Background: an optimization exercise with open tools, aiming at small area, a short achievable clock period and few clock cycles per item. Do not read the settings as production practice.
The RTL was checked by simulation tests, not by an equivalence proof against the original design.

### design/flow/config.mk
export PLATFORM = sky130hd
export DESIGN_NAME = atan
export DESIGN_NICKNAME = atan
export VERILOG_FILES = /design/flow/design.v
export SDC_FILE = /design/flow/constraint.sdc
export NUM_CORES = 4
export LEC_CHECK = 0
export ABC_AREA = 1
export ABC_CLOCK_PERIOD_IN_PS = 3000
export CAP_MARGIN = 20
export CORE_MARGIN = 2
export CORE_UTILIZATION = 40
export SETUP_SLACK_MARGIN = 3
export SLEW_MARGIN = 20
### design/flow/constraint.sdc
create_clock -name core_clock -period 6.0 [get_ports {clk}]
set_input_delay 1.2000 -clock core_clock [delete_from_list [all_inputs] [get_ports {clk}]]
set_output_delay 1.2000 -clock core_clock [all_outputs]
set_load 0.01 [all_outputs]
### design/flow/design.v
module atan
(
    input                       clk         ,
    input                       rst_n       ,
    input                       trig        ,
    output                      vld         ,
    input       signed  [16:0]  para_in     ,
    output      signed  [11:0]  atany
);
reg         busy;
reg         vld_r;
reg  [8:1]  clr;     
reg  [18:0] x;
reg  [19:2] z;
reg  [11:1] acc;     
wire [8:0]  ct  = {clr, 1'b1};
wire [8:0]  h   = ct & ~{1'b0, ct[8:1]};      
always @(posedge clk or negedge rst_n)
    if (!rst_n) begin
        busy  <= 1'b0;
        vld_r <= 1'b0;
    end else begin
        busy  <= trig | (busy & ~clr[8]);
        vld_r <= busy & clr[8];
    end
assign vld = vld_r;
wire        s   = para_in[16];
wire [18:0] p4  = {para_in, 2'b00};
wire [18:0] y0  = s ? p4 + 19'd1024 : p4 - 19'd1024;
wire [18:0] x0  = s ? 19'd1024 - p4 : 19'd1024 + p4;
wire        d   = ~z[19];
wire [19:0] zf  = {z, 2'b00};
wire [18:0] xm  = {x[18:1] & {10'h3FF, ~clr}, 1'b0};
wire [19:0] zn  = {zf[18:0], 1'b0} + ({1'b0, xm} ^ {20{d}}) + d;
wire [18:0] za  = zf[18:0] ^ {19{zf[19]}};
wire [33:0] ze  = {15'd0, za};
reg  [18:0] ty;
integer i, j;
always @(*) begin
    ty = 19'd0;
    for (i = 0; i < 8; i = i + 1)
        for (j = 0; j < 19; j = j + 1)
            ty[j] = ty[j] | (h[i] & ze[j + 2*i + 1]);
end
wire [18:0] xn  = x + ty + !d;
wire [11:0] k2  = ({12{h[0]}} & 12'd950) | ({12{h[1]}} & 12'd502) | ({12{h[2]}} & 12'd254)
                | {4'd0, h[3], h[4], h[5], h[6], h[7], h[8], 2'd0};
wire [11:1] accn = acc + (k2[11:1] & {11{d}});
always @(posedge clk) begin
    clr <= trig ? 8'd0 : {clr[7:1], 1'b1};
    x   <= trig ? x0 : xn;
    z   <= trig ? {y0[18], y0[18:2]} : zn[19:2];
    acc <= trig ? (s ? 11'd1156 : 11'd1960) : accn;
end
wire        d9 = ~z[19];
wire [11:1] a1 = acc + 11'd1;
assign atany = {d9 ? a1 : acc, 1'b0};
endmodule
### design/flow/run.sh
#!/bin/bash
# synth_recipe.tcl (not shown) runs the flow's synth.tcl, then flattens the netlist and writes it again
# the make line also repeats each setting of config.mk as NAME=value (left out here)
make -C /OpenROAD-flow-scripts/flow DESIGN_CONFIG=/design/flow/config.mk WORK_HOME=/design/flow/orfs CLKGATE_MAP_FILE= SYNTH_SCRIPT=/design/flow/synth_recipe.tcl finish
==> results.txt, run 1 <==
# TYPE chip_impl_metric gauge
chip_impl_info{name="timing.rr.end",value="x[16]"} 1
chip_impl_metric{name="timing.critical_path.buf_inv",unit=""} 4
chip_impl_info{name="worst_path_dominant_cell_family",value="buffers and inverters"} 1
chip_impl_metric{name="wl",unit="um"} 20400
chip_impl_info{name="worstSetupEndpoint",value="x[3]"} 1
chip_impl_metric{name="design.core.area",unit="mm2"} 0.0152
chip_impl_info{name="root_buffer",value="sky130_fd_sc_hd__clkbuf_16"} 1
chip_impl_metric{name="routedWlPerCell",unit="um"} 16.2
chip_impl_metric{name="syn-cell-area",unit="mm2"} 0.00623
chip_impl_info{name="cpMaxStageDelayCell",value="sky130_fd_sc_hd__clkdlybuf4s15_1"} 1
chip_impl_metric{name="syn-mean-instance-area",unit="um2"} 6.10
chip_impl_metric{name="post-route-cell-area",unit="mm2"} 0.00732
chip_impl_metric{name="design.die.area",unit="mm2"} 0.0166
chip_impl_metric{name="grt_start_max_net_pins",unit=""} 44
chip_impl_info{name="yosys.area.top_type",value="sky130_fd_sc_hd__dfxtp_1"} 1
chip_impl_metric{name="count_of_cell_types_in_the_netlist",unit=""} 51
chip_impl_metric{name="worst_ep_required_time",unit="ps"} 6280
chip_impl_metric{name="asyncSetResetFlopFracSynth",unit=""} 0.0345
chip_impl_metric{name="drt.antenna.violating_nets",unit=""} 0
chip_impl_metric{name="routed-via-count",unit=""} 6889
chip_impl_metric{name="min_period",unit="ps"} 2940
chip_impl_metric{name="worstRegToRegCells",unit=""} 17
chip_impl_metric{name="timing.reg2reg.setup_slack",unit="ps"} 3110
chip_impl_metric{name="synth_top_area_share",unit=""} 0.180
chip_impl_metric{name="drc",unit=""} 0
chip_impl_metric{name="mappedNetlistNets",unit=""} 1093
chip_impl_metric{name="antenna-diode-count",unit=""} 0
chip_impl_metric{name="placement.cell_area",unit="mm2"} 0.00665
chip_impl_metric{name="synth_cells",unit=""} 1021
chip_impl_metric{name="tns",unit="ps"} 0
chip_impl_metric{name="worst_pin_slew",unit="ps"} 890
chip_impl_metric{name="dpl.cell_count",unit=""} 1221
chip_impl_metric{name="detailedRoute.firstIterationViolations",unit=""} 490
chip_impl_info{name="outcome",value="timing/DRC/antenna clean"} 1
chip_impl_metric{name="final_cell_count_no_fill",unit=""} 1259
chip_impl_info{name="end_kind",value="register"} 1
chip_impl_metric{name="clk-insertion-delay-late",unit="ps"} 340
chip_impl_metric{name="n_fill_cell",unit=""} 1628
chip_impl_metric{name="groute.usage.overall",unit=""} 0.247
chip_impl_metric{name="fp-row-count",unit=""} 45
chip_impl_metric{name="via_count_of_the_first_global_routing_pass",unit=""} 6165
chip_impl_metric{name="die_x",unit="um"} 129
chip_impl_metric{name="achievable-frequency",unit="GHz"} 0.340
chip_impl_metric{name="ys_ff_latch",unit=""} 58
chip_impl_metric{name="count_of_final_max_slew_check_failures",unit=""} 0
chip_impl_metric{name="tritoncts.num_buffers",unit=""} 9
chip_impl_metric{name="syn2layout_area_growth",unit="%"} 17.6
chip_impl_info{name="worst_setup_path_type",value="in -> reg"} 1
chip_impl_metric{name="final_layout_size_suffix_gt1_frac",unit=""} 0.0934
chip_impl_metric{name="ff_latch_area",unit="mm2"} 0.00119
chip_impl_info{name="worst_hold_path_type",value="reg -> reg"} 1
chip_impl_metric{name="synth-edff-count",unit=""} 0
chip_impl_info{name="synth.most_common_cell",value="sky130_fd_sc_hd__nand2_1"} 1
chip_impl_info{name="cts_tree",value="done"} 1
chip_impl_metric{name="max-clock-path-buffers",unit=""} 2
chip_impl_metric{name="critical_path_depth",unit=""} 6
chip_impl_metric{name="slowest_delay",unit="ps"} 630
chip_impl_metric{name="h-tree-depth",unit=""} 3
chip_impl_info{name="timing.critical_path.from_type",value="input port"} 1
chip_impl_metric{name="final_nets",unit=""} 1138
chip_impl_metric{name="count_of_buffers_from_port_buffering",unit=""} 31
chip_impl_info{name="path_cells",value="clkdlybuf4s15_1, buf_4, clkinv_1, buf_4, nand3_1, nand2_1"} 1
chip_impl_info{name="synth_ff_type",value="sky130_fd_sc_hd__dfxtp_1"} 1
chip_impl_metric{name="ys_seq_area_frac",unit=""} 0.188
chip_impl_metric{name="gp_congestion",unit=""} 1.01
chip_impl_metric{name="setup-violations-final",unit=""} 0
chip_impl_metric{name="finish.utilization",unit=""} 0.482
chip_impl_metric{name="clock_pin_slew_on_the_worst_setup_and_hold_paths",unit="ps"} 50
chip_impl_metric{name="report.final.hold_viol_count",unit=""} 0
chip_impl_info{name="unrepaired_setup_endpoints_after_global_routing",value="yes"} 1
chip_impl_metric{name="dpl.hpwl",unit="um"} 15700
chip_impl_metric{name="routed_via_density",unit=""} 5.47
chip_impl_metric{name="multi_input_area",unit="mm2"} 0.00452
chip_impl_metric{name="slew_headroom",unit=""} 0.406
chip_impl_info{name="critical_path.most_common_cell",value="sky130_fd_sc_hd__buf_4"} 1
chip_impl_metric{name="critical_path.max_fanout",unit=""} 43
chip_impl_metric{name="initial_antenna_violation_count",unit=""} 0
chip_impl_metric{name="critical_path_arrival",unit="ps"} 3220
chip_impl_metric{name="die_h",unit="um"} 129
chip_impl_metric{name="yosys_warnings",unit=""} 1
chip_impl_info{name="synth_top_cells_by_count",value="278 x sky130_fd_sc_hd__nand2_1, 124 x sky130_fd_sc_hd__inv_1, 102 x sky130_fd_sc_hd__nor2_1"} 1
chip_impl_metric{name="grt-ovfl-total",unit=""} 0
chip_impl_info{name="origin_of_the_worst_setup_path",value="trig"} 1
chip_impl_metric{name="timing.clock.skew",unit="ps"} 9.10
chip_impl_metric{name="floorplan.io_pins",unit=""} 33
chip_impl_metric{name="layout_worst_path_cycle_share",unit=""} 0.490
chip_impl_metric{name="floorplan.initialDensity",unit=""} 0.410
chip_impl_metric{name="drt-pass1-iter-count",unit=""} 7
chip_impl_info{name="crit-reg2reg-launch",value="clr[1]"} 1
chip_impl_info{name="synth.area.top_cells",value="sky130_fd_sc_hd__dfxtp_1 18%, sky130_fd_sc_hd__nand2_1 17%, sky130_fd_sc_hd__ha_1 9.8%"} 1
chip_impl_metric{name="numClockSinks",unit=""} 58
chip_impl_metric{name="global_route_wire_length_before_repair",unit="um"} 31900
chip_impl_metric{name="maxCapViolCount",unit=""} 0
state kept, by name (all words and copies together), names as in the netlist:
| signal | count |
|---|---|
| z | 18 |
| clr | 8 |
| vld_r | 1 |
| acc | 11 |
| busy | 1 |
| x | 19 |
worst register-to-register path, stage by stage (launching register included):
cell,delay (ps)
sky130_fd_sc_hd__dfxtp_4,490
sky130_fd_sc_hd__inv_2,160
sky130_fd_sc_hd__nor2_4,270
sky130_fd_sc_hd__nand2_1,90
sky130_fd_sc_hd__o2111ai_1,140
sky130_fd_sc_hd__nor3_2,80
sky130_fd_sc_hd__fa_2,370
sky130_fd_sc_hd__fa_1,380
sky130_fd_sc_hd__inv_2,80
sky130_fd_sc_hd__nand3_1,80
sky130_fd_sc_hd__nand3_2,90
sky130_fd_sc_hd__nand3_1,90
sky130_fd_sc_hd__nand2_2,110
sky130_fd_sc_hd__nand3_1,100
sky130_fd_sc_hd__nand2_1,70
sky130_fd_sc_hd__nand2_1,40
sky130_fd_sc_hd__nand3_1,70
sky130_fd_sc_hd__nand2_1,60
through the flow:
stage	setup slack [ps]	hold WS (ps)
CTS	2910	462
finish	3060	451
floorplan	3360	411
global placement	2460	446
detailed placement	2420	455
global route	2920	493
worst min path at each step:
stage                     cells after the start    from  slack [ps]    end
after floorplan                               2  clr[8]         410  vld_r
after global placement                        2  clr[8]         450  vld_r
after detailed placement                      2  clr[8]         450  vld_r
after CTS                                     2  clr[8]         460  vld_r
after global routing                          2  clr[8]         490  vld_r
final                                         2  clr[8]         450  vld_r
layout make-up:
class,instances,area share
Clock buffer,10,0.0326
Sequential cell,58,0.163
Tap cell,188,0.0321
Inverter,129,0.0690
Multi-Input combinational cell,812,0.618
Clock inverter,6,0.0109
Timing Repair Buffer,55,0.0740
Timing Repair inverter,1,0.00120
cells by family after synthesis:
group | synth area share
buf+inv | 0.102
fa+ha+maj | 0.108
simple gates | 0.371
compound gates | 0.164
xor+xnor | 0.0661
flops | 0.188
other cells | 0.000602
timing repair:
action,in CTS,in global routing
endpoints found under the setup margin,46,17
hold buffers,0,0
gates resized for setup,29,28
buffers inserted,1,18
pin swaps,1,8
gates cloned,3,0
metal layers:
layer	share of wire	global-route usage
met4	0.049	0.125
met1	0.43	0.315
met3	0.067	0.0486
met5	0	0
met2	0.45	0.396
layout by cell type, fill, tap and decap left out, types with 24 or more instances in the layout:
cell type,count
sky130_fd_sc_hd__o21ai_0,62
sky130_fd_sc_hd__inv_1,120
sky130_fd_sc_hd__o22ai_1,25
sky130_fd_sc_hd__nand3_1,84
sky130_fd_sc_hd__nand2_1,272
sky130_fd_sc_hd__dfxtp_1,49
sky130_fd_sc_hd__clkdlybuf4s50_1,24
sky130_fd_sc_hd__a21oi_1,63
sky130_fd_sc_hd__nor2_1,100
sky130_fd_sc_hd__ha_1,46
Testbench counts, summed over its fixed seeds: cycles 24,008, items 2,400.
==> run 2, diff against run 1 <==
--- a/design/flow/config.mk
+++ b/design/flow/config.mk
@@ -6,9 +6,9 @@
 export NUM_CORES = 4
 export LEC_CHECK = 0
 export ABC_AREA = 1
-export ABC_CLOCK_PERIOD_IN_PS = 3000
 export CAP_MARGIN = 20
 export CORE_MARGIN = 2
 export CORE_UTILIZATION = 40
+export CTS_BUF_LIST = sky130_fd_sc_hd__clkbuf_4
 export SETUP_SLACK_MARGIN = 3
 export SLEW_MARGIN = 20
==> run 2 against run 1 <==
Net effect: synthesized area unchanged; fmax up 1.1%; non-clock buffer count up 5; largest cell class unchanged; sequential share of layout area up 0.21 points; flip-flop and latch count unchanged; final area down 0.67%; hold slack better by 5.6 ps; critical path type is now reg -> out; via count down 1.1%.
==> results.txt, run 2 <==
# TYPE chip_impl_metric gauge
chip_impl_metric{name="grt-ovfl-total",unit=""} 0
chip_impl_metric{name="dpl.hpwl",unit="um"} 15700
chip_impl_info{name="unrepaired_setup_endpoints_after_global_routing",value="yes"} 1
chip_impl_metric{name="gp_congestion",unit=""} 1.01
chip_impl_metric{name="initial_antenna_violation_count",unit=""} 1
chip_impl_metric{name="numClockSinks",unit=""} 58
chip_impl_info{name="yosys.area.top_type",value="sky130_fd_sc_hd__dfxtp_1"} 1
chip_impl_metric{name="via_count_of_the_first_global_routing_pass",unit=""} 6168
chip_impl_metric{name="count_of_cell_types_in_the_netlist",unit=""} 51
chip_impl_metric{name="drt-pass1-iter-count",unit=""} 8
chip_impl_info{name="worst_hold_startpoint",value="clr[8]"} 1
chip_impl_metric{name="critical_path.max_fanout",unit=""} 6
chip_impl_metric{name="grt_start_max_net_pins",unit=""} 44
chip_impl_info{name="end_kind",value="output port"} 1
chip_impl_metric{name="detailedPlace.worstSlack",unit="ps"} 2420
chip_impl_metric{name="synthesized_area_fraction_occupied_by_adder_cells",unit=""} 0.108
chip_impl_metric{name="final_layout_size_suffix_gt1_frac",unit=""} 0.112
chip_impl_info{name="crit-reg2reg-launch",value="z[19]"} 1
chip_impl_metric{name="final_cell_count_no_fill",unit=""} 1265
chip_impl_metric{name="routed_via_density",unit=""} 5.38
chip_impl_metric{name="timing.reg2reg.setup_slack",unit="ps"} 3140
chip_impl_metric{name="asyncSetResetFlopFracSynth",unit=""} 0.0345
chip_impl_info{name="worst_hold_path_type",value="reg -> reg"} 1
chip_impl_info{name="synth.most_common_cell",value="sky130_fd_sc_hd__nand2_1"} 1
chip_impl_metric{name="cts_hold_buf",unit=""} 0
chip_impl_metric{name="floorplan.io_pins",unit=""} 33
chip_impl_metric{name="wl",unit="um"} 20200
chip_impl_info{name="top_register",value="x"} 1
chip_impl_info{name="timing.rr.end",value="x[18]"} 1
chip_impl_metric{name="synth-edff-count",unit=""} 0
chip_impl_metric{name="floorplan.initialDensity",unit=""} 0.410
chip_impl_info{name="root_buffer",value="sky130_fd_sc_hd__clkbuf_4"} 1
chip_impl_metric{name="final_nets",unit=""} 1143
chip_impl_metric{name="count_of_final_max_slew_check_failures",unit=""} 0
chip_impl_metric{name="fp-row-count",unit=""} 45
chip_impl_metric{name="synthXorXnorAreaFrac",unit=""} 0.0661
chip_impl_metric{name="mappedNetlistNets",unit=""} 1093
chip_impl_metric{name="worst_ep_required_time",unit="ps"} 4800
chip_impl_info{name="outcome",value="timing/DRC/antenna clean"} 1
chip_impl_metric{name="worstRegToRegCells",unit=""} 18
chip_impl_metric{name="drt.antenna.violating_nets",unit=""} 0
chip_impl_info{name="synth_top_family_by_area",value="simple AND/OR/NAND/NOR gates"} 1
chip_impl_metric{name="groute.usage.overall",unit=""} 0.246
chip_impl_metric{name="die_h",unit="um"} 129
chip_impl_metric{name="report.final.hold_viol_count",unit=""} 0
chip_impl_metric{name="design.die.area",unit="mm2"} 0.0166
chip_impl_info{name="synth_top_cells_by_count",value="278 x sky130_fd_sc_hd__nand2_1, 124 x sky130_fd_sc_hd__inv_1, 102 x sky130_fd_sc_hd__nor2_1"} 1
chip_impl_metric{name="die_x",unit="um"} 129
chip_impl_metric{name="ys_seq_area_frac",unit=""} 0.188
chip_impl_info{name="cts_tree",value="done"} 1
chip_impl_metric{name="final_critical_path_setup_slack",unit="ps"} 3100
chip_impl_metric{name="syn-mean-instance-area",unit="um2"} 6.10
chip_impl_metric{name="min_period",unit="ps"} 2900
chip_impl_metric{name="global_route_wire_length_before_repair",unit="um"} 31700
chip_impl_info{name="synth_ff_type",value="sky130_fd_sc_hd__dfxtp_1"} 1
chip_impl_metric{name="largest_reg_flops",unit=""} 19
chip_impl_metric{name="ys_ff_latch",unit=""} 58
chip_impl_metric{name="tns",unit="ps"} 0
chip_impl_metric{name="achievable-frequency",unit="GHz"} 0.344
chip_impl_metric{name="design.core.area",unit="mm2"} 0.0152
chip_impl_metric{name="detailedRoute.firstIterationViolations",unit=""} 546
chip_impl_info{name="timing.critical_path.from_type",value="register"} 1
chip_impl_info{name="worst_setup_path_type",value="reg -> out"} 1
chip_impl_metric{name="routedWlPerCell",unit="um"} 16.0
chip_impl_metric{name="syn-cell-area",unit="mm2"} 0.00623
chip_impl_metric{name="layout_worst_path_cycle_share",unit=""} 0.484
chip_impl_info{name="synth.area.top_cells",value="sky130_fd_sc_hd__dfxtp_1 18%, sky130_fd_sc_hd__nand2_1 17%, sky130_fd_sc_hd__ha_1 9.8%"} 1
chip_impl_info{name="mostFrequentLayoutCell",value="sky130_fd_sc_hd__nand2_1"} 1
chip_impl_info{name="timing.hold.worst_endpoint",value="vld_r"} 1
chip_impl_metric{name="clock_pin_slew_on_the_worst_setup_and_hold_paths",unit="ps"} 100
chip_impl_metric{name="slew_headroom",unit=""} 0.428
chip_impl_metric{name="synth_top_area_share",unit=""} 0.180
chip_impl_metric{name="setup-violations-final",unit=""} 0
chip_impl_metric{name="count_of_buffers_from_port_buffering",unit=""} 31
chip_impl_metric{name="yosys_warnings",unit=""} 1
chip_impl_metric{name="finish.utilization",unit=""} 0.478
chip_impl_metric{name="maxCapViolCount",unit=""} 0
chip_impl_metric{name="h-tree-depth",unit=""} 3
chip_impl_metric{name="syn2layout_area_growth",unit="%"} 16.8
chip_impl_metric{name="synth_cells",unit=""} 1021
chip_impl_metric{name="worst_pin_slew",unit="ps"} 858
chip_impl_metric{name="max-clock-path-buffers",unit=""} 2
chip_impl_info{name="layout_top_registers",value="x x19, z x18, acc x11"} 1
chip_impl_metric{name="hold-path-cell-count",unit=""} 2
chip_impl_metric{name="synth-compound-area-share",unit=""} 0.164
chip_impl_metric{name="tritoncts.num_buffers",unit=""} 9
chip_impl_metric{name="critical_path_arrival",unit="ps"} 1700
chip_impl_metric{name="synth.mux.area_fraction",unit=""} 0
chip_impl_metric{name="routed-via-count",unit=""} 6812
chip_impl_info{name="final_cell_mix",value="270 x sky130_fd_sc_hd__nand2_1, 119 x sky130_fd_sc_hd__inv_1, 98 x sky130_fd_sc_hd__nor2_1"} 1
chip_impl_metric{name="clk-insertion-delay-late",unit="ps"} 450
chip_impl_metric{name="synth-simple-area-share",unit=""} 0.371
chip_impl_metric{name="timing.clock.skew",unit="ps"} 17.5
chip_impl_metric{name="drc",unit=""} 0
chip_impl_metric{name="dpl.cell_count",unit=""} 1221
[run 2: cell types whose count changed in the layout (fill, tap and decap cells not counted), moves of 3 or more]
cell / delta
sky130_fd_sc_hd__dfxtp_4: +3
sky130_fd_sc_hd__inv_2: +4
sky130_fd_sc_hd__clkbuf_4: +9
sky130_fd_sc_hd__a21oi_1: -3
sky130_fd_sc_hd__a21oi_2: +3
sky130_fd_sc_hd__ha_4: +3
sky130_fd_sc_hd__clkdlybuf4s50_1: -5
sky130_fd_sc_hd__buf_2: +3
sky130_fd_sc_hd__buf_4: +4
sky130_fd_sc_hd__clkbuf_16: -9
sky130_fd_sc_hd__dfxtp_2: -3
[run 2: how the worst max path moves through the flow]
stage / from / depth (start not counted) / endpoint / slack [ps]
after floorplan: z[19] / 20 / x[16] / 3360
after global placement: z[19] / 7 / atany[11] / 2460
after detailed placement: z[19] / 7 / atany[11] / 2420
after CTS: acc[1] / 6 / atany[11] / 2860
after global routing: z[19] / 18 / x[18] / 2950
final: z[19] / 7 / atany[9] / 3100
[run 2: kinds of logic after synthesis]
group	Yosys count
buffers and inverters	151
adders and majority gates	52
and+or+nand+nor	535
AOI/OAI and AO/OA	180
xor gates and xnor gates	44
DFF	58
other	1
[run 2: critical path: stages (launching register included)]
cell                      delay, ps
sky130_fd_sc_hd__dfxtp_4        360
sky130_fd_sc_hd__buf_12         140
sky130_fd_sc_hd__inv_12          50
sky130_fd_sc_hd__nand4_1        120
sky130_fd_sc_hd__nor3_2         180
sky130_fd_sc_hd__buf_4          140
sky130_fd_sc_hd__xor2_1         120
sky130_fd_sc_hd__buf_2          140
[run 2: metal layers]
metal	global-route usage	up-vias	wire length, um
li1	-	3470	-
met4	0.116	0	1000
met5	0	-	0
met3	0.0478	59	1160
met2	0.397	231	9170
met1	0.316	3052	8880
[run 2: cell type report]
cell class / count / area, um2
clock inverters: 7 / 83.8
inverters: 129 / 497
clock buffers: 9 / 67.6
fillers: 1623 / 7930
repair buffers: 60 / 577
flip-flops and latches: 58 / 1200
repair inverters: 1 / 8.76
well taps: 188 / 235
multi-input cells: 812 / 4600
diodes: 1 / 2.50
[run 2: repair_timing]
item                       4_1_cts  5_1_grt
setup buffers                   13       11
gates cloned                     3        0
gates resized for setup         49       41
pin swaps                        3       18
setup endpoints to repair       29       22
[run 2: metrics by stage]
stage | hold WS, ps | area, um2
floorplan | 411 | 6230
finish | 457 | 7270
global placement | 446 | 6650
global route | 502 | 7270
CTS | 470 | 7040
detailed placement | 455 | 6650
==> run 3, diff against run 2 <==
==> design/flow/config.mk (replaced) <==
export PLATFORM = sky130hd
export DESIGN_NAME = atan
export DESIGN_NICKNAME = atan
export VERILOG_FILES = /design/flow/design.v
export SDC_FILE = /design/flow/constraint.sdc
export NUM_CORES = 4
export LEC_CHECK = 0
export CAP_MARGIN = 20
export CORE_MARGIN = 2
export CORE_UTILIZATION = 40
export SETUP_SLACK_MARGIN = 3
export SLEW_MARGIN = 20
export TNS_END_PERCENT = 100
==> run 3 against run 2 <==
Net effect: sequential share of layout area fell by 0.64 points; core utilization up 4.9 points; register-to-register slack got worse by 230 ps; clock-buffer cell count rose by 3; via count is 7.4% lower; critical path type is now reg -> reg; critical endpoint is now x[16].
==> results.txt, run 3 <==
# TYPE chip_impl_metric gauge
chip_impl_metric{name="h-tree-depth",unit=""} 3
chip_impl_metric{name="dpl.hpwl",unit="um"} 13000
chip_impl_metric{name="dpl.cell_count",unit=""} 931
chip_impl_info{name="root_buffer",value="sky130_fd_sc_hd__clkbuf_16"} 1
chip_impl_metric{name="wl",unit="um"} 20000
chip_impl_metric{name="ff_latch_area",unit="mm2"} 0.00121
chip_impl_metric{name="post-route-cell-area",unit="mm2"} 0.00767
chip_impl_metric{name="worst_ep_required_time",unit="ps"} 6270
chip_impl_info{name="layout_top_registers",value="x x19, z x18, acc x11"} 1
chip_impl_metric{name="yosys_warnings",unit=""} 1
chip_impl_metric{name="routed-via-count",unit=""} 6310
chip_impl_metric{name="via_count_of_the_first_global_routing_pass",unit=""} 6003
chip_impl_info{name="synth_ff_type",value="sky130_fd_sc_hd__dfxtp_1"} 1
chip_impl_metric{name="critical_path.max_fanout",unit=""} 5
chip_impl_metric{name="groute.usage.overall",unit=""} 0.247
chip_impl_metric{name="met2_usage",unit=""} 0.401
chip_impl_metric{name="worst_pin_slew",unit="ps"} 937
chip_impl_metric{name="count_of_final_max_slew_check_failures",unit=""} 0
chip_impl_metric{name="clk-insertion-delay-late",unit="ps"} 350
chip_impl_metric{name="fin_worst_hold_slack",unit="ps"} 482
chip_impl_metric{name="ys_ff_latch",unit=""} 58
chip_impl_metric{name="design.core.area",unit="mm2"} 0.0145
chip_impl_metric{name="achievable-frequency",unit="GHz"} 0.323
chip_impl_metric{name="gr-usage-met1",unit=""} 0.315
chip_impl_metric{name="final_cell_count_no_fill",unit=""} 1010
chip_impl_metric{name="ys_seq_area_frac",unit=""} 0.197
chip_impl_metric{name="detailedRoute.firstIterationViolations",unit=""} 565
chip_impl_metric{name="maxCapViolCount",unit=""} 0
chip_impl_info{name="outcome",value="timing/DRC/antenna clean"} 1
chip_impl_metric{name="slew_headroom",unit=""} 0.375
chip_impl_metric{name="clock_pin_slew_on_the_worst_setup_and_hold_paths",unit="ps"} 50
chip_impl_metric{name="report.final.hold_viol_count",unit=""} 0
chip_impl_metric{name="drc",unit=""} 0
chip_impl_metric{name="worstRegToRegCells",unit=""} 13
chip_impl_metric{name="floorplan.io_pins",unit=""} 33
chip_impl_metric{name="asyncSetResetFlopFracSynth",unit=""} 0.0345
chip_impl_metric{name="global_route_wire_length_before_repair",unit="um"} 31500
chip_impl_info{name="end_kind",value="register"} 1
chip_impl_metric{name="routedWlPerCell",unit="um"} 19.8
chip_impl_metric{name="min_period",unit="ps"} 3090
chip_impl_metric{name="drt-pass1-iter-count",unit=""} 12
chip_impl_info{name="timing.rr.end",value="x[16]"} 1
chip_impl_metric{name="syn-cell-area",unit="mm2"} 0.00595
chip_impl_metric{name="die_x",unit="um"} 126
chip_impl_metric{name="globalRouteMet3Util",unit=""} 0.0412
chip_impl_metric{name="placement.cell_area",unit="mm2"} 0.00630
chip_impl_metric{name="design.die.area",unit="mm2"} 0.0159
chip_impl_info{name="top_register",value="x"} 1
chip_impl_metric{name="initial_antenna_violation_count",unit=""} 0
chip_impl_metric{name="n_fill_cell",unit=""} 1382
chip_impl_metric{name="count_of_cell_types_in_the_netlist",unit=""} 68
chip_impl_info{name="timing.critical_path.from_type",value="register"} 1
chip_impl_metric{name="floorplan.initialDensity",unit=""} 0.409
chip_impl_info{name="timing.hold.worst_endpoint",value="busy"} 1
chip_impl_metric{name="timing.clock.skew",unit="ps"} 5.55
chip_impl_metric{name="drt.antenna.violating_nets",unit=""} 0
chip_impl_metric{name="antenna-diode-count",unit=""} 0
chip_impl_metric{name="multi_input_area",unit="mm2"} 0.00489
chip_impl_info{name="synth.area.top_cells",value="sky130_fd_sc_hd__dfxtp_1 19%, sky130_fd_sc_hd__xnor2_1 11%, sky130_fd_sc_hd__ha_1 10%"} 1
chip_impl_metric{name="routed_via_density",unit=""} 6.25
chip_impl_metric{name="synth-edff-count",unit=""} 0
chip_impl_metric{name="mappedNetlistNets",unit=""} 841
chip_impl_metric{name="tritoncts.num_buffers",unit=""} 9
chip_impl_info{name="final_cell_mix",value="74 x sky130_fd_sc_hd__xnor2_1, 56 x sky130_fd_sc_hd__buf_4, 51 x sky130_fd_sc_hd__a21oi_1"} 1
chip_impl_metric{name="final_nets",unit=""} 893
chip_impl_metric{name="largest_reg_flops",unit=""} 19
chip_impl_metric{name="timing.reg2reg.setup_slack",unit="ps"} 2910
chip_impl_metric{name="hold-path-cell-count",unit=""} 1
chip_impl_info{name="yosys.area.top_type",value="sky130_fd_sc_hd__dfxtp_1"} 1
chip_impl_metric{name="syn-mean-instance-area",unit="um2"} 7.73
chip_impl_metric{name="die_h",unit="um"} 126
chip_impl_metric{name="synth_cells",unit=""} 769
chip_impl_metric{name="layout_worst_path_cycle_share",unit=""} 0.515
chip_impl_metric{name="gp_congestion",unit=""} 0.884
chip_impl_metric{name="tns",unit="ps"} 0
chip_impl_metric{name="max-clock-path-buffers",unit=""} 2
chip_impl_info{name="worst_hold_path_type",value="reg -> reg"} 1
chip_impl_metric{name="syn2layout_area_growth",unit="%"} 29.0
chip_impl_info{name="worst_setup_path_type",value="reg -> reg"} 1
chip_impl_info{name="crit-reg2reg-launch",value="clr[2]"} 1
chip_impl_info{name="cts_tree",value="done"} 1
chip_impl_info{name="unrepaired_setup_endpoints_after_global_routing",value="yes"} 1
chip_impl_metric{name="count_of_buffers_from_port_buffering",unit=""} 31
chip_impl_info{name="synth.most_common_cell",value="sky130_fd_sc_hd__xnor2_1"} 1
chip_impl_metric{name="synth_top_area_share",unit=""} 0.188
chip_impl_info{name="synth_top_cells_by_count",value="76 x sky130_fd_sc_hd__xnor2_1, 57 x sky130_fd_sc_hd__a21oi_1, 56 x sky130_fd_sc_hd__dfxtp_1"} 1
chip_impl_metric{name="grt-ovfl-total",unit=""} 0
chip_impl_metric{name="numClockSinks",unit=""} 58
chip_impl_metric{name="critical_path_arrival",unit="ps"} 3370
chip_impl_info{name="gr-max-usage-layer",value="met2"} 1
chip_impl_metric{name="cts_hold_buf",unit=""} 0
chip_impl_info{name="worst_hold_startpoint",value="busy"} 1
chip_impl_metric{name="final_layout_size_suffix_gt1_frac",unit=""} 0.226
chip_impl_metric{name="grt_start_max_net_pins",unit=""} 72
chip_impl_metric{name="fp-row-count",unit=""} 44
chip_impl_metric{name="setup-violations-final",unit=""} 0
chip_impl_info{name="mostFrequentLayoutCell",value="sky130_fd_sc_hd__xnor2_1"} 1
-- run 3: changes by cell type after synthesis, sizes merged, moves of 12 or more --
cell	change
a22oi	+16
nand3b	-13
inv	-103
or2	-15
nand2	-240
nand2b	+15
a21o	+13
nor2	-64
clkbuf	+40
o21ai	-12
nor2b	+26
xnor2	+53
nand3	-69
-- run 3: area by class of cell --
type	instances	share of cell area
Clock inverter	4	0.00946
Clock buffer	12	0.0347
Timing Repair inverter	1	0.000978
Sequential cell	58	0.158
Multi-Input combinational cell	630	0.637
Timing Repair Buffer	96	0.117
Tap cell	184	0.0300
Inverter	25	0.0127
-- run 3: routing by layer --
layer	vias to the layer above	wire length [um]
met5	-	0
met1	2959	8490
met3	87	1410
li1	2948	-
met4	0	813
met2	316	9270
-- run 3: cells by family after synthesis --
group                      count (synthesis)  share of synthesized area
adders and majority gates                 52                      0.113
buffers and inverters                     82                     0.0534
AOI/OAI and AO/OA                        271                      0.303
xor gates and xnor gates                 102                      0.150
and+or+nand+nor                          195                      0.168
other                                      1                   0.000630
muxes                                      8                     0.0141
DFF                                       58                      0.197
-- run 3: timing repair --
action / 4_1_cts / 5_1_grt
pin swaps: 24 / 17
endpoints found under the setup margin: 39 / 25
hold endpoints to repair: 0 / 0
cloned: 5 / 0
resized for setup: 109 / 39
setup buffers: 35 / 23
-- run 3: critical path, cell delays in order, from the launching register on --
cell and delay [ps]:
sky130_fd_sc_hd__dfxtp_4 370, sky130_fd_sc_hd__or2b_4 300, sky130_fd_sc_hd__o22a_1 180, sky130_fd_sc_hd__o2111ai_2 90, sky130_fd_sc_hd__o31ai_2 90, sky130_fd_sc_hd__fa_2 360, sky130_fd_sc_hd__fa_2 360, sky130_fd_sc_hd__nor2b_1 120
sky130_fd_sc_hd__o21a_1 180, sky130_fd_sc_hd__o21ai_4 80, sky130_fd_sc_hd__a22oi_2 270, sky130_fd_sc_hd__a21oi_2 90, sky130_fd_sc_hd__or3_1 350, sky130_fd_sc_hd__a31oi_1 160
-- run 3: how the worst max path moves through the flow --
stage / from / to / slack [ps] / depth (start not counted)
after CTS: clr[2] / x[15] / 2950 / 13
after global placement: clr[2] / x[17] / 2340 / 13
after floorplan: clr[2] / x[17] / 3010 / 14
final: clr[2] / x[16] / 2910 / 13
after global routing: clr[2] / x[15] / 2770 / 15
after detailed placement: clr[2] / x[17] / 2120 / 13
-- run 3: per-stage QoR --
stage	setup WS (ps)	utilization
after CTS	2950	0.507
after global routing	2770	0.528
after detailed placement	2120	0.434
after floorplan	3010	-
final	2910	0.528
after global placement	2340	0.434
==> run 4, diff against run 3 <==
--- a/design/flow/config.mk
+++ b/design/flow/config.mk
@@ -8,6 +8,5 @@
 export CAP_MARGIN = 20
 export CORE_MARGIN = 2
 export CORE_UTILIZATION = 40
-export SETUP_SLACK_MARGIN = 3
+export SETUP_SLACK_MARGIN = 4
 export SLEW_MARGIN = 20
-export TNS_END_PERCENT = 100
==> run 4 against run 3 <==
Net effect: final cell count rose by 5.1%; clock skew rose by 8.0 ps; critical endpoint is now x[13]; flip-flop and latch count is the same; fmax decreased by 2.8%; highest routed layer unchanged; final area grew 15%; critical path type unchanged; clock-buffer cell count unchanged; register-to-register slack got worse by 90 ps; synthesized area unchanged.
==> results.txt, run 4 <==
# TYPE chip_impl_metric gauge
chip_impl_metric{name="count_of_final_max_slew_check_failures",unit=""} 0
chip_impl_metric{name="worstRegToRegCells",unit=""} 13
chip_impl_metric{name="report.final.hold_viol_count",unit=""} 0
chip_impl_metric{name="timing.reg2reg.setup_slack",unit="ps"} 2820
chip_impl_metric{name="count_of_cell_types_in_the_netlist",unit=""} 68
chip_impl_metric{name="critical_path.max_fanout",unit=""} 6
chip_impl_info{name="synth.area.top_cells",value="sky130_fd_sc_hd__dfxtp_1 19%, sky130_fd_sc_hd__xnor2_1 11%, sky130_fd_sc_hd__ha_1 10%"} 1
chip_impl_metric{name="syn-cell-area",unit="mm2"} 0.00595
chip_impl_metric{name="layout_worst_path_cycle_share",unit=""} 0.530
chip_impl_info{name="unrepaired_setup_endpoints_after_global_routing",value="yes"} 1
chip_impl_metric{name="routedWlPerCell",unit="um"} 21.5
chip_impl_metric{name="ys_ff_latch",unit=""} 58
chip_impl_metric{name="fin_worst_hold_slack",unit="ps"} 476
chip_impl_metric{name="drt.antenna.violating_nets",unit=""} 0
chip_impl_metric{name="ff_latch_area",unit="mm2"} 0.00123
chip_impl_metric{name="final_layout_size_suffix_gt1_frac",unit=""} 0.382
chip_impl_metric{name="detailedRoute.firstIterationViolations",unit=""} 589
chip_impl_metric{name="die_h",unit="um"} 126
chip_impl_metric{name="finish.utilization",unit=""} 0.606
chip_impl_metric{name="multi_input_area",unit="mm2"} 0.00554
chip_impl_metric{name="slowest_delay",unit="ps"} 390
chip_impl_info{name="worst_hold_path_type",value="reg -> reg"} 1
chip_impl_metric{name="achievable-frequency",unit="GHz"} 0.314
chip_impl_info{name="cts_tree",value="done"} 1
chip_impl_metric{name="routed_via_density",unit=""} 6.32
chip_impl_info{name="synth_top_family_by_area",value="compound AO/OA/AOI/OAI gates"} 1
chip_impl_metric{name="floorplan.initialDensity",unit=""} 0.409
chip_impl_info{name="timing.rr.end",value="x[13]"} 1
chip_impl_metric{name="yosys_warnings",unit=""} 1
chip_impl_info{name="top_register",value="x"} 1
chip_impl_info{name="worst_path_dominant_cell_family",value="compound AO/OA/AOI/OAI gates"} 1
chip_impl_metric{name="grt_start_max_net_pins",unit=""} 73
chip_impl_metric{name="post-route-cell-area",unit="mm2"} 0.00880
chip_impl_metric{name="max-clock-path-buffers",unit=""} 2
chip_impl_metric{name="worst_ep_required_time",unit="ps"} 6230
chip_impl_metric{name="critical_path_arrival",unit="ps"} 3410
chip_impl_metric{name="n_fill_cell",unit=""} 1235
chip_impl_metric{name="synth.mux.area_fraction",unit=""} 0.0141
chip_impl_metric{name="final_critical_path_setup_slack",unit="ps"} 2820
chip_impl_metric{name="mappedNetlistNets",unit=""} 841
chip_impl_metric{name="drc",unit=""} 0
chip_impl_metric{name="syn2layout_area_growth",unit="%"} 48.0
chip_impl_metric{name="largest_reg_flops",unit=""} 19
chip_impl_metric{name="detailedPlace.worstSlack",unit="ps"} 2270
chip_impl_metric{name="dpl.cell_count",unit=""} 930
chip_impl_metric{name="tritoncts.num_buffers",unit=""} 9
chip_impl_metric{name="wl",unit="um"} 22800
chip_impl_metric{name="global_route_wire_length_before_repair",unit="um"} 33600
chip_impl_info{name="timing.hold.worst_endpoint",value="busy"} 1
chip_impl_metric{name="globalRouteMet3Util",unit=""} 0.0442
chip_impl_info{name="cpMaxStageDelayCell",value="sky130_fd_sc_hd__ha_1"} 1
chip_impl_metric{name="min_period",unit="ps"} 3180
chip_impl_metric{name="floorplan.io_pins",unit=""} 33
chip_impl_metric{name="cts_hold_buf",unit=""} 0
chip_impl_metric{name="fp-row-count",unit=""} 44
chip_impl_metric{name="count_of_buffers_from_port_buffering",unit=""} 31
chip_impl_metric{name="tns",unit="ps"} 0
chip_impl_info{name="final_cell_mix",value="82 x sky130_fd_sc_hd__buf_4, 55 x sky130_fd_sc_hd__xnor2_1, 38 x sky130_fd_sc_hd__nand2_1"} 1
chip_impl_metric{name="final_nets",unit=""} 946
chip_impl_info{name="outcome",value="timing/DRC/antenna clean"} 1
chip_impl_metric{name="clock_pin_slew_on_the_worst_setup_and_hold_paths",unit="ps"} 50
chip_impl_info{name="yosys.area.top_type",value="sky130_fd_sc_hd__dfxtp_1"} 1
chip_impl_metric{name="die_x",unit="um"} 126
chip_impl_metric{name="via_count_of_the_first_global_routing_pass",unit=""} 6223
chip_impl_metric{name="syn-mean-instance-area",unit="um2"} 7.73
chip_impl_info{name="synth_top_cells_by_count",value="76 x sky130_fd_sc_hd__xnor2_1, 57 x sky130_fd_sc_hd__a21oi_1, 56 x sky130_fd_sc_hd__dfxtp_1"} 1
chip_impl_info{name="gr-max-usage-layer",value="met2"} 1
chip_impl_metric{name="gp_congestion",unit=""} 0.900
chip_impl_metric{name="routed-via-count",unit=""} 6709
chip_impl_metric{name="clk-insertion-delay-late",unit="ps"} 350
chip_impl_metric{name="worst_pin_slew",unit="ps"} 669
chip_impl_metric{name="met2_usage",unit=""} 0.421
chip_impl_metric{name="asyncSetResetFlopFracSynth",unit=""} 0.0345
chip_impl_metric{name="synth-simple-area-share",unit=""} 0.168
chip_impl_metric{name="ys_seq_area_frac",unit=""} 0.197
chip_impl_info{name="path_cells",value="or2b_4, buf_4, buf_4, o22ai_1, o31ai_1, o221ai_1, ha_1, a211oi_2, a31oi_4, a221oi_4, buf_4, xor2_1, a21oi_1"} 1
chip_impl_metric{name="synth_top_area_share",unit=""} 0.188
chip_impl_metric{name="hold-path-cell-count",unit=""} 1
chip_impl_metric{name="setup-violations-final",unit=""} 0
chip_impl_metric{name="maxCapViolCount",unit=""} 0
chip_impl_metric{name="synth_cells",unit=""} 769
chip_impl_info{name="crit-reg2reg-launch",value="clr[2]"} 1
chip_impl_info{name="root_buffer",value="sky130_fd_sc_hd__clkbuf_16"} 1
chip_impl_info{name="worst_setup_path_type",value="reg -> reg"} 1
chip_impl_metric{name="dpl.hpwl",unit="um"} 13700
chip_impl_metric{name="gr-usage-met1",unit=""} 0.349
chip_impl_info{name="critical_path.most_common_cell",value="sky130_fd_sc_hd__buf_4"} 1
chip_impl_info{name="mostFrequentLayoutCell",value="sky130_fd_sc_hd__buf_4"} 1
chip_impl_metric{name="final_cell_count_no_fill",unit=""} 1062
chip_impl_info{name="synth_ff_type",value="sky130_fd_sc_hd__dfxtp_1"} 1
chip_impl_metric{name="synth-compound-area-share",unit=""} 0.303
chip_impl_metric{name="timing.clock.skew",unit="ps"} 13.5
chip_impl_info{name="synth.most_common_cell",value="sky130_fd_sc_hd__xnor2_1"} 1
chip_impl_metric{name="timing.critical_path.buf_inv",unit=""} 3
chip_impl_metric{name="synth-edff-count",unit=""} 0
chip_impl_info{name="timing.critical_path.from_type",value="register"} 1
chip_impl_metric{name="numClockSinks",unit=""} 58
chip_impl_metric{name="design.core.area",unit="mm2"} 0.0145
chip_impl_metric{name="drt-pass1-iter-count",unit=""} 8
chip_impl_metric{name="initial_antenna_violation_count",unit=""} 0
chip_impl_metric{name="groute.usage.overall",unit=""} 0.265
chip_impl_info{name="layout_top_registers",value="x x19, z x18, acc x11"} 1
chip_impl_info{name="end_kind",value="register"} 1
chip_impl_metric{name="design.die.area",unit="mm2"} 0.0159
chip_impl_metric{name="placement.cell_area",unit="mm2"} 0.00658
chip_impl_metric{name="synthesized_area_fraction_occupied_by_adder_cells",unit=""} 0.113
chip_impl_metric{name="h-tree-depth",unit=""} 3
chip_impl_metric{name="grt-ovfl-total",unit=""} 0
chip_impl_metric{name="synthXorXnorAreaFrac",unit=""} 0.150
chip_impl_metric{name="slew_headroom",unit=""} 0.554
chip_impl_metric{name="antenna-diode-count",unit=""} 0
chip_impl_info{name="worst_hold_startpoint",value="busy"} 1
[run 4: cell counts after synthesis]
Identical to the previous run, type by type.
[run 4: area by class of cell]
| cell class | count | area share |
|---|---|---|
| Timing Repair Buffer | 148 | 0.157 |
| Sequential cell | 58 | 0.139 |
| Clock buffer | 12 | 0.0269 |
| Tap cell | 184 | 0.0262 |
| Multi-Input combinational cell | 630 | 0.630 |
| Timing Repair inverter | 2 | 0.00156 |
| Inverter | 25 | 0.0119 |
| Clock inverter | 3 | 0.00739 |
[run 4: metal layers]
metal,wire length (um),vias up
met5,0,-
met4,1020,0
met3,1560,94
met2,10600,352
met1,9620,3217
li1,-,3046
[run 4: what timing repair did]
item                                   4_1_cts  5_1_grt
buffers inserted                            60       49
pin swaps                                   35       70
setup endpoints to repair                   59       55
resized for setup                          172      118
endpoints found under the hold margin        0        0
cloned                                       5        3
[run 4: worst max path at each step]
stage / from / end / slack [ps] / cells after the start
6_report: clr[2] / x[13] / 2820 / 13
5_1_grt: clr[2] / x[16] / 2750 / 14
4_1_cts: clr[2] / x[16] / 2920 / 14
3_5_place_dp: clr[1] / x[17] / 2270 / 14
3_3_place_gp: clr[1] / x[17] / 2230 / 12
2_1_floorplan: clr[2] / x[16] / 3040 / 14
[run 4: logic make-up after synthesis]
group	after synthesis
buf+inv	82
compound gates	271
mux	8
xor+xnor	102
other cells	1
flops	58
simple gates	195
fa+ha+maj	52
==> run 5, diff against run 4 <==
--- a/design/flow/config.mk
+++ b/design/flow/config.mk
@@ -8,5 +8,5 @@
 export CAP_MARGIN = 20
 export CORE_MARGIN = 2
 export CORE_UTILIZATION = 40
-export SETUP_SLACK_MARGIN = 4
+export SETUP_SLACK_MARGIN = 2
 export SLEW_MARGIN = 20
==> run 5 against run 4 <==
Net effect: critical path depth did not move; core utilization decreased by 15 points; non-clock buffer count is 114 lower.
==> results.txt, run 5 <==
# TYPE chip_impl_metric gauge
chip_impl_metric{name="dpl.hpwl",unit="um"} 13400
chip_impl_metric{name="yosys_warnings",unit=""} 1
chip_impl_info{name="path_cells",value="nand2b_2, o22ai_1, nor4_1, a41o_1, o221ai_1, ha_1, nor2b_1, o31ai_1, a31oi_1, a221oi_2, o21ai_0, xnor2_1, o21ai_0"} 1
chip_impl_metric{name="initial_antenna_violation_count",unit=""} 0
chip_impl_metric{name="fp-row-count",unit=""} 44
chip_impl_metric{name="design.core.area",unit="mm2"} 0.0145
chip_impl_metric{name="synth_cells",unit=""} 769
chip_impl_metric{name="grt-ovfl-total",unit=""} 0
chip_impl_metric{name="maxCapViolCount",unit=""} 0
chip_impl_metric{name="ys_seq_area_frac",unit=""} 0.197
chip_impl_metric{name="setup-violations-final",unit=""} 0
chip_impl_metric{name="layout_worst_path_cycle_share",unit=""} 0.631
chip_impl_metric{name="grt_start_max_net_pins",unit=""} 71
chip_impl_metric{name="post_cts_buffers",unit=""} 0
chip_impl_metric{name="routedWlPerCell",unit="um"} 19.1
chip_impl_info{name="worst_setup_path_type",value="reg -> reg"} 1
chip_impl_info{name="layout_top_registers",value="x x19, z x18, acc x11"} 1
chip_impl_metric{name="synth-compound-area-share",unit=""} 0.303
chip_impl_metric{name="min_period",unit="ps"} 3780
chip_impl_metric{name="tns",unit="ps"} 0
chip_impl_metric{name="report.final.hold_viol_count",unit=""} 0
chip_impl_info{name="final_cell_mix",value="76 x sky130_fd_sc_hd__xnor2_1, 57 x sky130_fd_sc_hd__a21oi_1, 54 x sky130_fd_sc_hd__dfxtp_1"} 1
chip_impl_metric{name="clock_pin_slew_on_the_worst_setup_and_hold_paths",unit="ps"} 60
chip_impl_metric{name="synth-simple-area-share",unit=""} 0.168
chip_impl_info{name="end_kind",value="register"} 1
chip_impl_info{name="outcome",value="timing/DRC/antenna clean"} 1
chip_impl_metric{name="wl",unit="um"} 18100
chip_impl_metric{name="worst_ep_required_time",unit="ps"} 6190
chip_impl_metric{name="synthesized_area_fraction_occupied_by_adder_cells",unit=""} 0.113
chip_impl_metric{name="drt.antenna.violating_nets",unit=""} 0
chip_impl_info{name="cts_tree",value="done"} 1
chip_impl_metric{name="drt-pass1-iter-count",unit=""} 5
chip_impl_metric{name="final_nets",unit=""} 829
chip_impl_metric{name="syn-mean-instance-area",unit="um2"} 7.73
chip_impl_metric{name="count_of_final_max_slew_check_failures",unit=""} 0
chip_impl_metric{name="synthXorXnorAreaFrac",unit=""} 0.150
chip_impl_metric{name="antenna-diode-count",unit=""} 0
chip_impl_metric{name="count_of_buffers_from_port_buffering",unit=""} 31
chip_impl_metric{name="global_route_wire_length_before_repair",unit="um"} 29600
chip_impl_info{name="synth.area.top_cells",value="sky130_fd_sc_hd__dfxtp_1 19%, sky130_fd_sc_hd__xnor2_1 11%, sky130_fd_sc_hd__ha_1 10%"} 1
chip_impl_metric{name="largest_reg_flops",unit=""} 19
chip_impl_info{name="synth_ff_type",value="sky130_fd_sc_hd__dfxtp_1"} 1
chip_impl_metric{name="tritoncts.num_buffers",unit=""} 9
chip_impl_metric{name="count_of_cell_types_in_the_netlist",unit=""} 68
chip_impl_info{name="top_register",value="x"} 1
chip_impl_metric{name="dpl.cell_count",unit=""} 930
chip_impl_info{name="synth_top_cells_by_count",value="76 x sky130_fd_sc_hd__xnor2_1, 57 x sky130_fd_sc_hd__a21oi_1, 56 x sky130_fd_sc_hd__dfxtp_1"} 1
chip_impl_metric{name="timing.clock.skew",unit="ps"} 8.48
chip_impl_metric{name="final_layout_size_suffix_gt1_frac",unit=""} 0.0564
chip_impl_metric{name="numClockSinks",unit=""} 58
chip_impl_info{name="yosys.area.top_type",value="sky130_fd_sc_hd__dfxtp_1"} 1
chip_impl_metric{name="slew_headroom",unit=""} 0.329
chip_impl_metric{name="finish.utilization",unit=""} 0.455
chip_impl_metric{name="critical_path_arrival",unit="ps"} 3980
chip_impl_metric{name="h-tree-depth",unit=""} 3
chip_impl_metric{name="die_x",unit="um"} 126
chip_impl_metric{name="timing.critical_path.buf_inv",unit=""} 0
chip_impl_metric{name="n_fill_cell",unit=""} 1470
chip_impl_metric{name="syn-cell-area",unit="mm2"} 0.00595
chip_impl_info{name="cpMaxStageDelayCell",value="sky130_fd_sc_hd__dfxtp_1"} 1
chip_impl_metric{name="multi_input_area",unit="mm2"} 0.00449
chip_impl_metric{name="max-clock-path-buffers",unit=""} 2
chip_impl_metric{name="design.die.area",unit="mm2"} 0.0159
chip_impl_metric{name="floorplan.io_pins",unit=""} 33
chip_impl_metric{name="detailedRoute.firstIterationViolations",unit=""} 358
chip_impl_info{name="worst_hold_path_type",value="reg -> reg"} 1
chip_impl_metric{name="drc",unit=""} 0
chip_impl_metric{name="synth.mux.area_fraction",unit=""} 0.0141
chip_impl_metric{name="clk-insertion-delay-late",unit="ps"} 350
chip_impl_metric{name="critical_path.max_fanout",unit=""} 16
chip_impl_metric{name="achievable-frequency",unit="GHz"} 0.264
chip_impl_metric{name="floorplan.initialDensity",unit=""} 0.409
chip_impl_info{name="synth_top_family_by_area",value="compound AO/OA/AOI/OAI gates"} 1
chip_impl_metric{name="via_count_of_the_first_global_routing_pass",unit=""} 5635
chip_impl_metric{name="fin_worst_hold_slack",unit="ps"} 493
chip_impl_metric{name="synth-edff-count",unit=""} 0
chip_impl_metric{name="die_h",unit="um"} 126
chip_impl_info{name="worst_path_dominant_cell_family",value="compound AO/OA/AOI/OAI gates"} 1
chip_impl_metric{name="groute.usage.overall",unit=""} 0.231
chip_impl_metric{name="final_cell_count_no_fill",unit=""} 946
chip_impl_metric{name="ff_latch_area",unit="mm2"} 0.00117
chip_impl_metric{name="gp_congestion",unit=""} 0.942
chip_impl_metric{name="worst_pin_slew",unit="ps"} 1010
chip_impl_info{name="root_buffer",value="sky130_fd_sc_hd__clkbuf_16"} 1
chip_impl_info{name="mostFrequentLayoutCell",value="sky130_fd_sc_hd__xnor2_1"} 1
chip_impl_metric{name="asyncSetResetFlopFracSynth",unit=""} 0.0345
chip_impl_metric{name="synth_top_area_share",unit=""} 0.188
chip_impl_info{name="timing.critical_path.from_type",value="register"} 1
chip_impl_metric{name="ys_ff_latch",unit=""} 58
chip_impl_metric{name="syn2layout_area_growth",unit="%"} 11.2
chip_impl_metric{name="routed-via-count",unit=""} 5863
chip_impl_info{name="unrepaired_setup_endpoints_after_global_routing",value="yes"} 1
chip_impl_info{name="synth.most_common_cell",value="sky130_fd_sc_hd__xnor2_1"} 1
chip_impl_metric{name="routed_via_density",unit=""} 6.20
chip_impl_metric{name="slowest_delay",unit="ps"} 470
chip_impl_info{name="critical_path.most_common_cell",value="sky130_fd_sc_hd__o21ai_0"} 1
chip_impl_metric{name="mappedNetlistNets",unit=""} 841
## run 5: worst paths after layout
path	start	endpoint	slack (ps)	depth (start not counted)
worst max-delay path	clr[2]	x[17]	2220	13
worst min-delay path	busy	busy	490	1
worst max register to register	clr[2]	x[17]	2220	13
worst min register to register	busy	busy	490	1
max in group asynchronous	rst_n	busy	4870	1
min in group asynchronous	rst_n	vld_r	1010	1
## run 5: kinds of logic (layout without fill, tap and decap cells)
kind of cell | after synthesis | count (layout)
AO/OA/AOI/OAI | 271 | 271
AND/OR/NAND/NOR | 195 | 195
XOR/XNOR | 102 | 102
buffers and inverters | 82 | 75
flip-flops | 58 | 58
adder cells (fa/ha/maj) | 52 | 52
multiplexers | 8 | 8
other | 1 | 1
## run 5: layout make-up
class                      count  area share
sequential                    58       0.177
tap                          184      0.0348
clock inverter                 7      0.0104
inverter                      25      0.0148
timing repair buffer          34      0.0496
clock buffer                   9      0.0340
multi-input combinational    629       0.679
## run 5: repair_timing
item                                    in CTS  in global routing
cloned                                       0                  0
endpoints found under the setup margin       6                 13
resized for setup                            2                 10
hold endpoints to repair                     0                  0
hold buffers                                 0                  0
## run 5: worst register-to-register path: cells and delay by family, from the launching register on
kind	cells	cell delay, ps
compound gates	8	1850
simple gates	3	860
flops	1	470
fa+ha+maj	1	320
xor+xnor	1	140
## run 5: stage by stage
stage	setup slack, ps	area [um2]
floorplan	2740	5950
global route	1970	6620
global placement	2000	6280
CTS	2060	6580
finish	2220	6620
detailed placement	1830	6280
## run 5: per-layer routing
| layer | wire length (um) | part of all wire | up-vias | global-route usage |
|---|---|---|---|---|
| li1 | - | - | 2809 | - |
| met1 | 8280 | 0.46 | 2765 | 0.321 |
| met2 | 7960 | 0.44 | 235 | 0.352 |
| met3 | 1200 | 0.067 | 54 | 0.0438 |
| met4 | 640 | 0.035 | 0 | 0.0950 |
| met5 | 0 | 0 | - | 0 |

[separate check: timing with driven ports]
The flow's constraints put no driver on any port. The routed layouts listed below were extracted and timed again, unchanged, in two steps. Step 1, drivers: a clkbuf_16 drives clk and a buf_2 each remaining input, both assumed. Step 2, shift: input delay + t, output delay - t, t = (earliest + latest rising clock arrival at the registers) / 2. This alone moves slack from input paths to output paths. Slacks: ideal / step 1 / step 2; pairs: ideal / step 1.
run	t (ns)	setup WS [ns]	worst setup path at the end	worst register clock-pin slew, ns	pins driven straight from the clock port
run 1	0.383	3.062 / 3.042 / 2.697	input to register	0.06 / 0.06	1
run 2	0.480	3.096 / 3.061 / 2.748	input to register	0.11 / 0.11	1
run 3	0.386	2.908 / 2.908 / 2.603	input to register	0.06 / 0.06	1
run 4	0.383	2.817 / 2.817 / 2.753	input to register	0.06 / 0.06	1
run 5	0.380	2.216 / 2.216 / 2.216	register to register	0.06 / 0.06	1
After both steps setup and hold are still met in every run listed. For run 1, which loses most, drivers alone change the setup slack by -0.020 ns; drivers and shift together by -0.365 ns.
